Background: an optimization exercise with open tools, aiming at small area, a short achievable clock period and few clock cycles per item. Do not read the settings as production practice. Function was checked by simulation only, so behaviour that the tests miss may differ from the original. Power is estimated from default activity; no workload was simulated.

## division_signed_32
module division_signed_32(clock, start, operand1, operand2, result, finish, illegal);
Size in the first run: about 120 flip-flops, about 130 I/O pins, roughly 10000 um^2 of cells after synthesis.
==> module division_signed_32, before the edit <==
module division_signed_32(clock, start, operand1, operand2, result, finish, illegal);
	input clock;
	input start;
	input [31:0] operand1, operand2;
	output [63:0] result;
	output finish;
	output illegal;
	reg [31:0] X;       
	reg [31:0] Z;       
	reg [31:0] Qo;      
	reg [4:0]  cnt;
	reg        chk, busy, done;
	reg        sA, sB, sQ;
	reg [4:0]  lX, lZ;  
	function [4:0] len31(input [30:0] x);
		integer i;
		begin
			len31 = 5'd0;
			for (i = 0; i < 31; i = i + 1)
				if (x[i]) len31 = i + 1;
		end
	endfunction
	wire [32:0] ya = {X[31], X};
	wire [32:0] yb = {Z[31], Z} ^ {33{~sQ}};
	wire        cin = ~sQ;
	wire [32:0] V;
	wire        vz;
	addbk #(.N(33)) u_add(.a(ya), .b(yb), .ci(cin), .s(V), .z(vz));
	wire        acc = sA ? (V[32] | vz) : ~V[32];
	wire [5:0]  k = {1'b0, lX} - {1'b0, lZ};
	wire [31:0] Za = Z << k[4:0];
	wire        quickL = (lX < lZ) & ~(sA & ~sB & (lX + 5'd1 == lZ));
	wire        bz = (lZ == 5'd0) & ~sB;
	wire        kend = sQ ? k[5] : (k == 6'd0);
	always @(posedge clock) begin
		sA <= operand1[31];
		sB <= operand2[31];
		sQ <= operand1[31] ^ operand2[31];
		lX <= len31(operand1[30:0] ^ {31{operand1[31]}});
		lZ <= len31(operand2[30:0] ^ {31{operand2[31]}});
		chk <= start;
		Z <= start ? operand2 : chk ? Za : {Z[31], Z[31:1]};
		cnt <= chk ? k[4:0] : cnt - 5'd1;
		if (start) begin
			X <= operand1;
			Qo <= 32'd0;
			busy <= 1'b0;
			done <= 1'b0;
		end else if (chk) begin
			if (quickL | ~acc) begin
				done <= 1'b1;
			end else if (bz) begin
				Qo <= {{31{~sA}}, 1'b1};
				done <= 1'b1;
			end else if (kend) begin
				X <= V[31:0];
				Qo <= {{31{sQ}}, 1'b1};
				done <= 1'b1;
			end else begin
				if (sQ) X <= V[31:0];
				Qo <= {32{sQ}};
				busy <= 1'b1;
			end
		end else if (busy) begin
			if (acc) X <= V[31:0];
			Qo <= {Qo[30:0], acc ^ sQ};
			if (cnt == 5'd0) begin
				busy <= 1'b0;
				done <= 1'b1;
			end
		end
	end
	assign finish = done | (chk & quickL);
	assign result = {X, Qo};
	assign illegal = (operand2 == 32'd0);
endmodule
clock: 6.5 ns
lec_check: 0
cap_margin: 20
core_margin: 2
core_utilization: 40
setup_slack_margin: 3
slew_margin: 20
run.sh (not shown) runs the stock make flow with config.mk's settings and CLKGATE_MAP_FILE= SYNTH_SCRIPT=/design/flow/synth_recipe.tcl, a recipe that flattens the netlist after the stock synthesis.
Testbench counts at the start, summed over its fixed seeds: cycles 14,209, items 2,048.
Change:
--- a/flow/design.v
+++ b/flow/design.v
@@ -10,8 +10,9 @@
 	reg [31:0] Qo;      
 	reg [4:0]  cnt;
 	reg        chk, busy, done;
-	reg        sA, sB, sQ;
+	reg        sA, sB, sQ, bz;
 	reg [4:0]  lX, lZ;  
+	wire bz_in = (operand2 == 32'd0);
 	function [4:0] len31(input [30:0] x);
 		integer i;
 		begin
@@ -29,28 +30,24 @@
 	wire        acc = sA ? (V[32] | vz) : ~V[32];
 	wire [5:0]  k = {1'b0, lX} - {1'b0, lZ};
 	wire [31:0] Za = Z << k[4:0];
-	wire        quickL = (lX < lZ) & ~(sA & ~sB & (lX + 5'd1 == lZ));
-	wire        bz = (lZ == 5'd0) & ~sB;
+	wire        quickL = bz | ((lX < lZ) & ~(sA & ~sB & (lX + 5'd1 == lZ)));
 	wire        kend = sQ ? k[5] : (k == 6'd0);
 	always @(posedge clock) begin
 		sA <= operand1[31];
 		sB <= operand2[31];
 		sQ <= operand1[31] ^ operand2[31];
+		bz <= bz_in;
 		lX <= len31(operand1[30:0] ^ {31{operand1[31]}});
 		lZ <= len31(operand2[30:0] ^ {31{operand2[31]}});
 		chk <= start;
-		Z <= start ? operand2 : chk ? Za : {Z[31], Z[31:1]};
-		cnt <= chk ? k[4:0] : cnt - 5'd1;
 		if (start) begin
 			X <= operand1;
-			Qo <= 32'd0;
+			Z <= operand2;
+			Qo <= bz_in ? {{31{~operand1[31]}}, 1'b1} : 32'd0;
 			busy <= 1'b0;
 			done <= 1'b0;
 		end else if (chk) begin
 			if (quickL | ~acc) begin
-				done <= 1'b1;
-			end else if (bz) begin
-				Qo <= {{31{~sA}}, 1'b1};
 				done <= 1'b1;
 			end else if (kend) begin
 				X <= V[31:0];
@@ -59,11 +56,15 @@
 			end else begin
 				if (sQ) X <= V[31:0];
 				Qo <= {32{sQ}};
+				Z <= Za;
+				cnt <= k[4:0];
 				busy <= 1'b1;
 			end
 		end else if (busy) begin
 			if (acc) X <= V[31:0];
 			Qo <= {Qo[30:0], acc ^ sQ};
+			Z <= {Z[31], Z[31:1]};
+			cnt <= cnt - 5'd1;
 			if (cnt == 5'd0) begin
 				busy <= 1'b0;
 				done <= 1'b1;
@@ -72,7 +73,7 @@
 	end
 	assign finish = done | (chk & quickL);
 	assign result = {X, Qo};
-	assign illegal = (operand2 == 32'd0);
+	assign illegal = bz_in;
 endmodule
 module addbk #(parameter N = 33, parameter L = 6) (a, b, ci, s, z);
 	input  [N-1:0] a, b;
- The changed run completed with no timing, DRC or antenna violations
- total power goes up by a quarter to a third
- setup slack gains 26 ps
- utilization goes down by 1.2 points
- clock skew goes up by 6.1 ps
- final cell count goes down by a few percent
Testbench counts after the change, summed over its fixed seeds: cycles 14,157, items 2,048.

---

The RTL this note starts from:
==> flow/design.v <==
module division_signed_32(clock, start, operand1, operand2, result, finish, illegal);
	input clock;
	input start;
	input [31:0] operand1, operand2;
	output [63:0] result;
	output finish;
	output illegal;
	reg [31:0] X;       
	reg [31:0] Z;       
	reg [31:0] Qo;      
	reg [4:0]  cnt;
	reg        chk, busy, done;
	reg        sA, sB, sQ;
	reg [4:0]  lX, lZ;  
	function [4:0] len31(input [30:0] x);
		integer i;
		begin
			len31 = 5'd0;
			for (i = 0; i < 31; i = i + 1)
				if (x[i]) len31 = i + 1;
		end
	endfunction
	wire [32:0] ya = {X[31], X};
	wire [32:0] yb = {Z[31], Z};
	wire        cin = ~sQ;
	wire [32:0] p = ya ^ yb;
	wire [32:0] o = ya | yb;
	wire [32:0] g0 = (ya & yb) | {32'd0, p[0] & cin};
	wire [32:0] gg [0:6];
	wire [32:0] pp [0:6];
	assign gg[0] = g0;
	assign pp[0] = p;
	genvar l, i;
	generate
		for (l = 0; l < 6; l = l + 1) begin : up
			for (i = 0; i < 33; i = i + 1) begin : b
				if (((i + 1) % (2 << l)) == 0) begin : n
					assign gg[l+1][i] = gg[l][i] | (pp[l][i] & gg[l][i - (1 << l)]);
					assign pp[l+1][i] = pp[l][i] & pp[l][i - (1 << l)];
				end else begin : t
					assign gg[l+1][i] = gg[l][i];
					assign pp[l+1][i] = pp[l][i];
				end
			end
		end
	endgenerate
	wire [32:0] dg [0:6];
	assign dg[6] = gg[6];
	generate
		for (l = 5; l >= 0; l = l - 1) begin : dn
			for (i = 0; i < 33; i = i + 1) begin : b
				if (l < 5 && i >= 3 * (1 << l) - 1 && ((i + 1 - (1 << l)) % (2 << l)) == 0) begin : n
					assign dg[l][i] = dg[l+1][i] | (pp[l][i] & dg[l+1][i - (1 << l)]);
				end else begin : t
					assign dg[l][i] = dg[l+1][i];
				end
			end
		end
	endgenerate
	wire [32:0] V = p ^ {dg[0][31:0], cin};
	wire        vz = ~|(p ^ {o[31:0], cin});
	wire        acc = sA ? (V[32] | vz) : ~V[32];
	wire [5:0]  k = {1'b0, lX} - {1'b0, lZ};
	wire [31:0] Za = (Z << k[4:0]) | ({32{~sQ}} & ~(32'hFFFFFFFF << k[4:0]));
	wire        quickL = (lX < lZ) & ~(sA & ~sB & (lX + 5'd1 == lZ));
	wire        bz = (lZ == 5'd0) & ~sB;
	wire        kend = sQ ? k[5] : (k == 6'd0);
	always @(posedge clock) begin
		sA <= operand1[31];
		sB <= operand2[31];
		sQ <= operand1[31] ^ operand2[31];
		lX <= len31(operand1[30:0] ^ {31{operand1[31]}});
		lZ <= len31(operand2[30:0] ^ {31{operand2[31]}});
		chk <= start;
		Z <= start ? operand2 ^ {32{~(operand1[31] ^ operand2[31])}} : chk ? Za : {Z[31], Z[31:1]};
		cnt <= chk ? k[4:0] : cnt - 5'd1;
		if (start) begin
			X <= operand1;
			Qo <= 32'd0;
			busy <= 1'b0;
			done <= 1'b0;
		end else if (chk) begin
			if (quickL | ~acc) begin
				done <= 1'b1;
			end else if (bz) begin
				Qo <= {{31{~sA}}, 1'b1};
				done <= 1'b1;
			end else if (kend) begin
				X <= V[31:0];
				Qo <= {{31{sQ}}, 1'b1};
				done <= 1'b1;
			end else begin
				if (sQ) X <= V[31:0];
				Qo <= {32{sQ}};
				busy <= 1'b1;
			end
		end else if (busy) begin
			if (acc) X <= V[31:0];
			Qo <= {Qo[30:0], acc ^ sQ};
			if (cnt == 5'd0) begin
				busy <= 1'b0;
				done <= 1'b1;
			end
		end
	end
	assign finish = done | (chk & quickL);
	assign result = {X, Qo};
	wire [7:0] z1;
	wire [1:0] z2;
	generate
		for (i = 0; i < 8; i = i + 1) begin : zl1
			nor4_t u(.a(operand2[4*i+3:4*i]), .y(z1[i]));
		end
		for (i = 0; i < 2; i = i + 1) begin : zl2
			nand4_t u(.a(z1[4*i+3:4*i]), .y(z2[i]));
		end
	endgenerate
	assign illegal = ~|z2;
endmodule
module nor4_t(input [3:0] a, output y);
	assign y = ~|a;
endmodule
module nand4_t(input [3:0] a, output y);
	assign y = ~&a;
endmodule
Settings: LEC_CHECK=0, ABC_AREA=1, CAP_MARGIN=20, CORE_MARGIN=2, CORE_UTILIZATION=55, CTS_BUF_LIST=sky130_fd_sc_hd__clkbuf_8, SETUP_SLACK_MARGIN=3, SLEW_MARGIN=20, SYNTH_HIERARCHICAL=1; clock period 6.5 ns.
standard.sh (not shown) runs the stock make flow with config.mk's settings and CLKGATE_MAP_FILE= SYNTH_SCRIPT=/design/flow/synth_recipe.tcl, a recipe that flattens the netlist after the stock synthesis.
==> flow/flow/run.sh <==
#!/bin/bash
# The standard flow, except that the port buffers start as buf_1 cells
# (the resizer still upsizes them where timing needs it).
set -euo pipefail
bash standard.sh synth > synth.log 2>&1
export BUFFER_PORTS_ARGS="-buffer_cell sky130_fd_sc_hd__buf_1"
bash standard.sh > layout.log 2>&1
Testbench counts at the start, summed over its fixed seeds: cycles 14,209, items 2,048.
Then changed:
--- a/flow/design.v
+++ b/flow/design.v
@@ -23,22 +23,25 @@
 	wire [32:0] ya = {X[31], X};
 	wire [32:0] yb = {Z[31], Z};
 	wire        cin = ~sQ;
 	wire [32:0] p = ya ^ yb;
 	wire [32:0] o = ya | yb;
-	wire [32:0] g0 = (ya & yb) | {32'd0, p[0] & cin};
+	wire [32:0] g = ya & yb;
+	wire [32:0] g0;
+	assign g0[32:1] = g[32:1];
+	gc_t u_g0(.gh(g[0]), .ph(p[0]), .gl(cin), .g(g0[0]));
 	wire [32:0] gg [0:6];
 	wire [32:0] pp [0:6];
 	assign gg[0] = g0;
 	assign pp[0] = p;
 	genvar l, i;
 	generate
 		for (l = 0; l < 6; l = l + 1) begin : up
 			for (i = 0; i < 33; i = i + 1) begin : b
 				if (((i + 1) % (2 << l)) == 0) begin : n
-					assign gg[l+1][i] = gg[l][i] | (pp[l][i] & gg[l][i - (1 << l)]);
-					assign pp[l+1][i] = pp[l][i] & pp[l][i - (1 << l)];
+					gpc_t u(.gh(gg[l][i]), .ph(pp[l][i]), .gl(gg[l][i - (1 << l)]), .pl(pp[l][i - (1 << l)]),
+					        .g(gg[l+1][i]), .p(pp[l+1][i]));
 				end else begin : t
 					assign gg[l+1][i] = gg[l][i];
 					assign pp[l+1][i] = pp[l][i];
 				end
 			end
@@ -48,33 +51,48 @@
 	assign dg[6] = gg[6];
 	generate
 		for (l = 5; l >= 0; l = l - 1) begin : dn
 			for (i = 0; i < 33; i = i + 1) begin : b
 				if (l < 5 && i >= 3 * (1 << l) - 1 && ((i + 1 - (1 << l)) % (2 << l)) == 0) begin : n
-					assign dg[l][i] = dg[l+1][i] | (pp[l][i] & dg[l+1][i - (1 << l)]);
+					gc_t u(.gh(dg[l+1][i]), .ph(pp[l][i]), .gl(dg[l+1][i - (1 << l)]), .g(dg[l][i]));
 				end else begin : t
 					assign dg[l][i] = dg[l+1][i];
 				end
 			end
 		end
 	endgenerate
 	wire [32:0] V = p ^ {dg[0][31:0], cin};
-	wire        vz = ~|(p ^ {o[31:0], cin});
+	wire [32:0] zt = ~(p ^ {o[31:0], cin});
+	wire [10:0] zn1;
+	wire [3:0]  zp2;
+	wire        nvz;
+	generate
+		for (i = 0; i < 11; i = i + 1) begin : zv1
+			nand3_t u(.a(zt[3*i+2:3*i]), .y(zn1[i]));
+		end
+		for (i = 0; i < 3; i = i + 1) begin : zv2
+			nor3_t u(.a(zn1[3*i+2:3*i]), .y(zp2[i]));
+		end
+	endgenerate
+	nor2_t u_zv2(.a(zn1[10:9]), .y(zp2[3]));
+	nand4_t u_zv3(.a(zp2), .y(nvz));
+	wire        vz = ~nvz;
 	wire        acc = sA ? (V[32] | vz) : ~V[32];
 	wire [5:0]  k = {1'b0, lX} - {1'b0, lZ};
-	wire [31:0] Za = (Z << k[4:0]) | ({32{~sQ}} & ~(32'hFFFFFFFF << k[4:0]));
+	wire [31:0] Z0 = operand2 ^ {32{~(operand1[31] ^ operand2[31])}};
+	wire [31:0] Za = (Z0 << k[4:0]) | ({32{~sQ}} & ~(32'hFFFFFFFF << k[4:0]));
 	wire        quickL = (lX < lZ) & ~(sA & ~sB & (lX + 5'd1 == lZ));
 	wire        bz = (lZ == 5'd0) & ~sB;
 	wire        kend = sQ ? k[5] : (k == 6'd0);
 	always @(posedge clock) begin
 		sA <= operand1[31];
 		sB <= operand2[31];
 		sQ <= operand1[31] ^ operand2[31];
 		lX <= len31(operand1[30:0] ^ {31{operand1[31]}});
 		lZ <= len31(operand2[30:0] ^ {31{operand2[31]}});
 		chk <= start;
-		Z <= start ? operand2 ^ {32{~(operand1[31] ^ operand2[31])}} : chk ? Za : {Z[31], Z[31:1]};
+		Z <= start ? Z0 : chk ? Za : {Z[31], Z[31:1]};
 		cnt <= chk ? k[4:0] : cnt - 5'd1;
 		if (start) begin
 			X <= operand1;
 			Qo <= 32'd0;
 			busy <= 1'b0;
@@ -121,5 +139,21 @@
 	assign y = ~|a;
 endmodule
 module nand4_t(input [3:0] a, output y);
 	assign y = ~&a;
 endmodule
+module gpc_t(input gh, input ph, input gl, input pl, output g, output p);
+	assign g = gh | (ph & gl);
+	assign p = ph & pl;
+endmodule
+module gc_t(input gh, input ph, input gl, output g);
+	assign g = gh | (ph & gl);
+endmodule
+module nand3_t(input [2:0] a, output y);
+	assign y = ~&a;
+endmodule
+module nor3_t(input [2:0] a, output y);
+	assign y = ~|a;
+endmodule
+module nor2_t(input [1:0] a, output y);
+	assign y = ~|a;
+endmodule
=> Synthesized area went up slightly. Wire length went down by roughly a tenth. Global-route usage went down by 4.2 points. Synthesized cell count went up by a few percent. Core utilization went up by 0.25 points. Final area went up slightly. Die area went up slightly. Non-clock buffer count went down by 4. Count of clock-buffer cells in the layout is unchanged. Sequential power is about the same. Power went up slightly. Critical path depth went down by 12. Cell count went up slightly.
Testbench counts after the change, summed over its fixed seeds: cycles 14,209, items 2,048.

---

run 5:
division_signed_32, a different RTL version from the one above (not shown whole).
For scale: roughly 1600 cells after synthesis, ~120 flip-flops, roughly 130 I/O pins, ~11000 um^2 of cells after synthesis.
==> module division_signed_32, before the edit <==
module division_signed_32(clock, start, operand1, operand2, result, finish, illegal);
	input clock;
	input start;
	input [31:0] operand1, operand2;
	output [63:0] result;
	output finish;
	output illegal;
	reg [31:0] X;       
	reg [31:0] Z;       
	reg [31:0] Qo;      
	reg [4:0]  cnt;
	reg        chk, busy, done;
	reg        sA, sB, sQ;
	reg [4:0]  lX, lZ;  
	function [4:0] len31(input [30:0] x);
		integer i;
		begin
			len31 = 5'd0;
			for (i = 0; i < 31; i = i + 1)
				if (x[i]) len31 = i + 1;
		end
	endfunction
	wire [32:0] ya = {X[31], X};
	wire [32:0] yb = {Z[31], Z};
	wire        cin = ~sQ;
	wire [32:0] p = ya ^ yb;
	wire [32:0] o = ya | yb;
	wire [32:0] g0 = (ya & yb) | {32'd0, p[0] & cin};
	wire [32:0] gg [0:6];
	wire [32:0] pp [0:6];
	assign gg[0] = g0;
	assign pp[0] = p;
	genvar l, i;
	generate
		for (l = 0; l < 6; l = l + 1) begin : up
			for (i = 0; i < 33; i = i + 1) begin : b
				if (((i + 1) % (2 << l)) == 0) begin : n
					assign gg[l+1][i] = gg[l][i] | (pp[l][i] & gg[l][i - (1 << l)]);
					assign pp[l+1][i] = pp[l][i] & pp[l][i - (1 << l)];
				end else begin : t
					assign gg[l+1][i] = gg[l][i];
					assign pp[l+1][i] = pp[l][i];
				end
			end
		end
	endgenerate
	wire [32:0] dg [0:6];
	assign dg[6] = gg[6];
	generate
		for (l = 5; l >= 0; l = l - 1) begin : dn
			for (i = 0; i < 33; i = i + 1) begin : b
				if (l < 5 && i >= 3 * (1 << l) - 1 && ((i + 1 - (1 << l)) % (2 << l)) == 0) begin : n
					assign dg[l][i] = dg[l+1][i] | (pp[l][i] & dg[l+1][i - (1 << l)]);
				end else begin : t
					assign dg[l][i] = dg[l+1][i];
				end
			end
		end
	endgenerate
	wire [32:0] V = p ^ {dg[0][31:0], cin};
	wire        vz = ~|(p ^ {o[31:0], cin});
	wire        acc = sA ? (V[32] | vz) : ~V[32];
	wire [5:0]  k = {1'b0, lX} - {1'b0, lZ};
	wire [31:0] Z0 = operand2 ^ {32{~(operand1[31] ^ operand2[31])}};
	wire [31:0] Za = (Z0 << k[4:0]) | ({32{~sQ}} & ~(32'hFFFFFFFF << k[4:0]));
	wire        quickL = (lX < lZ) & ~(sA & ~sB & (lX + 5'd1 == lZ));
	wire        bz = (lZ == 5'd0) & ~sB;
	wire        kend = sQ ? k[5] : (k == 6'd0);
	always @(posedge clock) begin
		sA <= operand1[31];
		sB <= operand2[31];
		sQ <= operand1[31] ^ operand2[31];
		lX <= len31(operand1[30:0] ^ {31{operand1[31]}});
		lZ <= len31(operand2[30:0] ^ {31{operand2[31]}});
		chk <= start;
		Z <= start ? Z0 : chk ? Za : {Z[31], Z[31:1]};
		cnt <= chk ? k[4:0] : cnt - 5'd1;
		if (start) begin
			X <= operand1;
			Qo <= 32'd0;
			busy <= 1'b0;
			done <= 1'b0;
		end else if (chk) begin
			if (quickL | ~acc) begin
				done <= 1'b1;
			end else if (bz) begin
				Qo <= {{31{~sA}}, 1'b1};
				done <= 1'b1;
			end else if (kend) begin
				X <= V[31:0];
				Qo <= {{31{sQ}}, 1'b1};
				done <= 1'b1;
			end else begin
				if (sQ) X <= V[31:0];
				Qo <= {32{sQ}};
				busy <= 1'b1;
			end
		end else if (busy) begin
			if (acc) X <= V[31:0];
			Qo <= {Qo[30:0], acc ^ sQ};
			if (cnt == 5'd0) begin
				busy <= 1'b0;
				done <= 1'b1;
			end
		end
	end
	assign finish = done | (chk & quickL);
	assign result = {X, Qo};
	wire [7:0] z1;
	wire [1:0] z2;
	generate
		for (i = 0; i < 8; i = i + 1) begin : zl1
			nor4_t u(.a(operand2[4*i+3:4*i]), .y(z1[i]));
		end
		for (i = 0; i < 2; i = i + 1) begin : zl2
			nand4_t u(.a(z1[4*i+3:4*i]), .y(z2[i]));
		end
	endgenerate
	assign illegal = ~|z2;
endmodule
==> flow/config.mk <==
export PLATFORM = sky130hd
export DESIGN_NAME = division_signed_32
export DESIGN_NICKNAME = division_signed_32
export VERILOG_FILES = /design/flow/design.v
export SDC_FILE = /design/flow/constraint.sdc
export NUM_CORES = 4
export LEC_CHECK = 0
export ABC_AREA = 1
export CAP_MARGIN = 20
export CORE_MARGIN = 2
export CORE_UTILIZATION = 55
export CTS_BUF_LIST = sky130_fd_sc_hd__clkbuf_8
export SETUP_SLACK_MARGIN = 3
export SLEW_MARGIN = 20
export SYNTH_HIERARCHICAL = 1
==> flow/constraint.sdc <==
create_clock -name core_clock -period 6.5 [get_ports {clock}]
set_input_delay 1.3000 -clock core_clock [delete_from_list [all_inputs] [get_ports {clock}]]
set_output_delay 1.3000 -clock core_clock [all_outputs]
set_load 0.01 [all_outputs]
Scripts as last shown in full above: flow/flow/run.sh
Testbench counts of run 5, summed over its fixed seeds: cycles 14,209, items 2,048.
Inputs modified between run 5 and run 2:
-- flow/design.v --
<<< run 5, line 22
	endfunction
	wire [32:0] ya = {X[31], X};
	wire [32:0] yb = {Z[31], Z};
	wire        cin = ~sQ;
	wire [32:0] p = ya ^ yb;
>>> run 2, line 22
	endfunction
	wire [32:0] ya = {X[31], X};
	wire [32:0] yb = {Z[31], Z} ^ {33{~sQ}};
	wire        cin = ~sQ;
	wire [32:0] p = ya ^ yb;
<<< run 5, line 62
	wire        acc = sA ? (V[32] | vz) : ~V[32];
	wire [5:0]  k = {1'b0, lX} - {1'b0, lZ};
	wire [31:0] Z0 = operand2 ^ {32{~(operand1[31] ^ operand2[31])}};
	wire [31:0] Za = (Z0 << k[4:0]) | ({32{~sQ}} & ~(32'hFFFFFFFF << k[4:0]));
	wire        quickL = (lX < lZ) & ~(sA & ~sB & (lX + 5'd1 == lZ));
	wire        bz = (lZ == 5'd0) & ~sB;
>>> run 2, line 62
	wire        acc = sA ? (V[32] | vz) : ~V[32];
	wire [5:0]  k = {1'b0, lX} - {1'b0, lZ};
	wire [31:0] Za = Z << k[4:0];
	wire        quickL = (lX < lZ) & ~(sA & ~sB & (lX + 5'd1 == lZ));
	wire        bz = (lZ == 5'd0) & ~sB;
<<< run 5, line 74
		lZ <= len31(operand2[30:0] ^ {31{operand2[31]}});
		chk <= start;
		Z <= start ? Z0 : chk ? Za : {Z[31], Z[31:1]};
		cnt <= chk ? k[4:0] : cnt - 5'd1;
		if (start) begin
>>> run 2, line 73
		lZ <= len31(operand2[30:0] ^ {31{operand2[31]}});
		chk <= start;
		Z <= start ? operand2 : chk ? Za : {Z[31], Z[31:1]};
		cnt <= chk ? k[4:0] : cnt - 5'd1;
		if (start) begin
[summary]
- Run 2 vs. run 5: sequential area share after synthesis went up by 0.84 points.
- Run 5 and run 2 ended up with roughly the same worst endpoint required time.
- Wire length: run 2 lower than run 5
- Looking at count of cells resized by post-cts repair across run 5 and run 2, the one that comes out higher is run 2.
- Diff run 5 -> run 2: fraction of area in non-clock buffers went up by 0.57 points; sequential power was more or less identical; synthesized area went down by about 3%; total power went up by about 4%.
- Between run 2 and run 5, it is run 2 whose post-placement setup slack is higher, by 0.078 ns.
- Compared with run 5, run 2 shows cell area that has gone down slightly.
- Comparing run 5 and run 2, the lower share of final layout cell area taken by clock buffers and inverters is on run 2.
Testbench counts of run 2, summed over its fixed seeds: cycles 14,209, items 2,048.

==> what the ideal ports hide <==
How much do the figures lean on ideal ports? The routed layouts below were timed once more, with nothing changed but the port constraints. Step 1 sets driving cells, clkbuf_16 on the clock port and buf_2 on the other inputs (assumed; they add their load-dependent delay and slew). Step 2 also shifts input and output timing later by t, the mid clock arrival at the registers, as if the neighbouring blocks saw the same clock. Slacks: ideal ports / drivers / drivers and shift; pairs: ideal ports / drivers.
| run | shift t [ns] | setup WS [ns] | worst register clock-pin slew, ns |
|---|---|---|---|
| the first run of note 1 | 0.467 | 2.517 / 2.499 / 2.499 | 0.06 / 0.06 |
| the second run of note 1 | 0.477 | 2.543 / 2.500 / 2.500 | 0.07 / 0.07 |
| the first run of note 2 | 0.504 | 2.957 / 2.957 / 2.789 | 0.10 / 0.10 |
| the second run of note 2 | 0.491 | 3.119 / 3.073 / 2.674 | 0.10 / 0.10 |
| run 5 | 0.491 | 2.956 / 2.956 / 2.634 | 0.09 / 0.09 |
| run 2 | 0.501 | 2.848 / 2.848 / 2.828 | 0.09 / 0.09 |
After both steps every run listed still meets setup and hold. The setup slack of the second run of note 2, which loses most, moves by -0.046 ns with the drivers and by -0.445 ns with both steps.
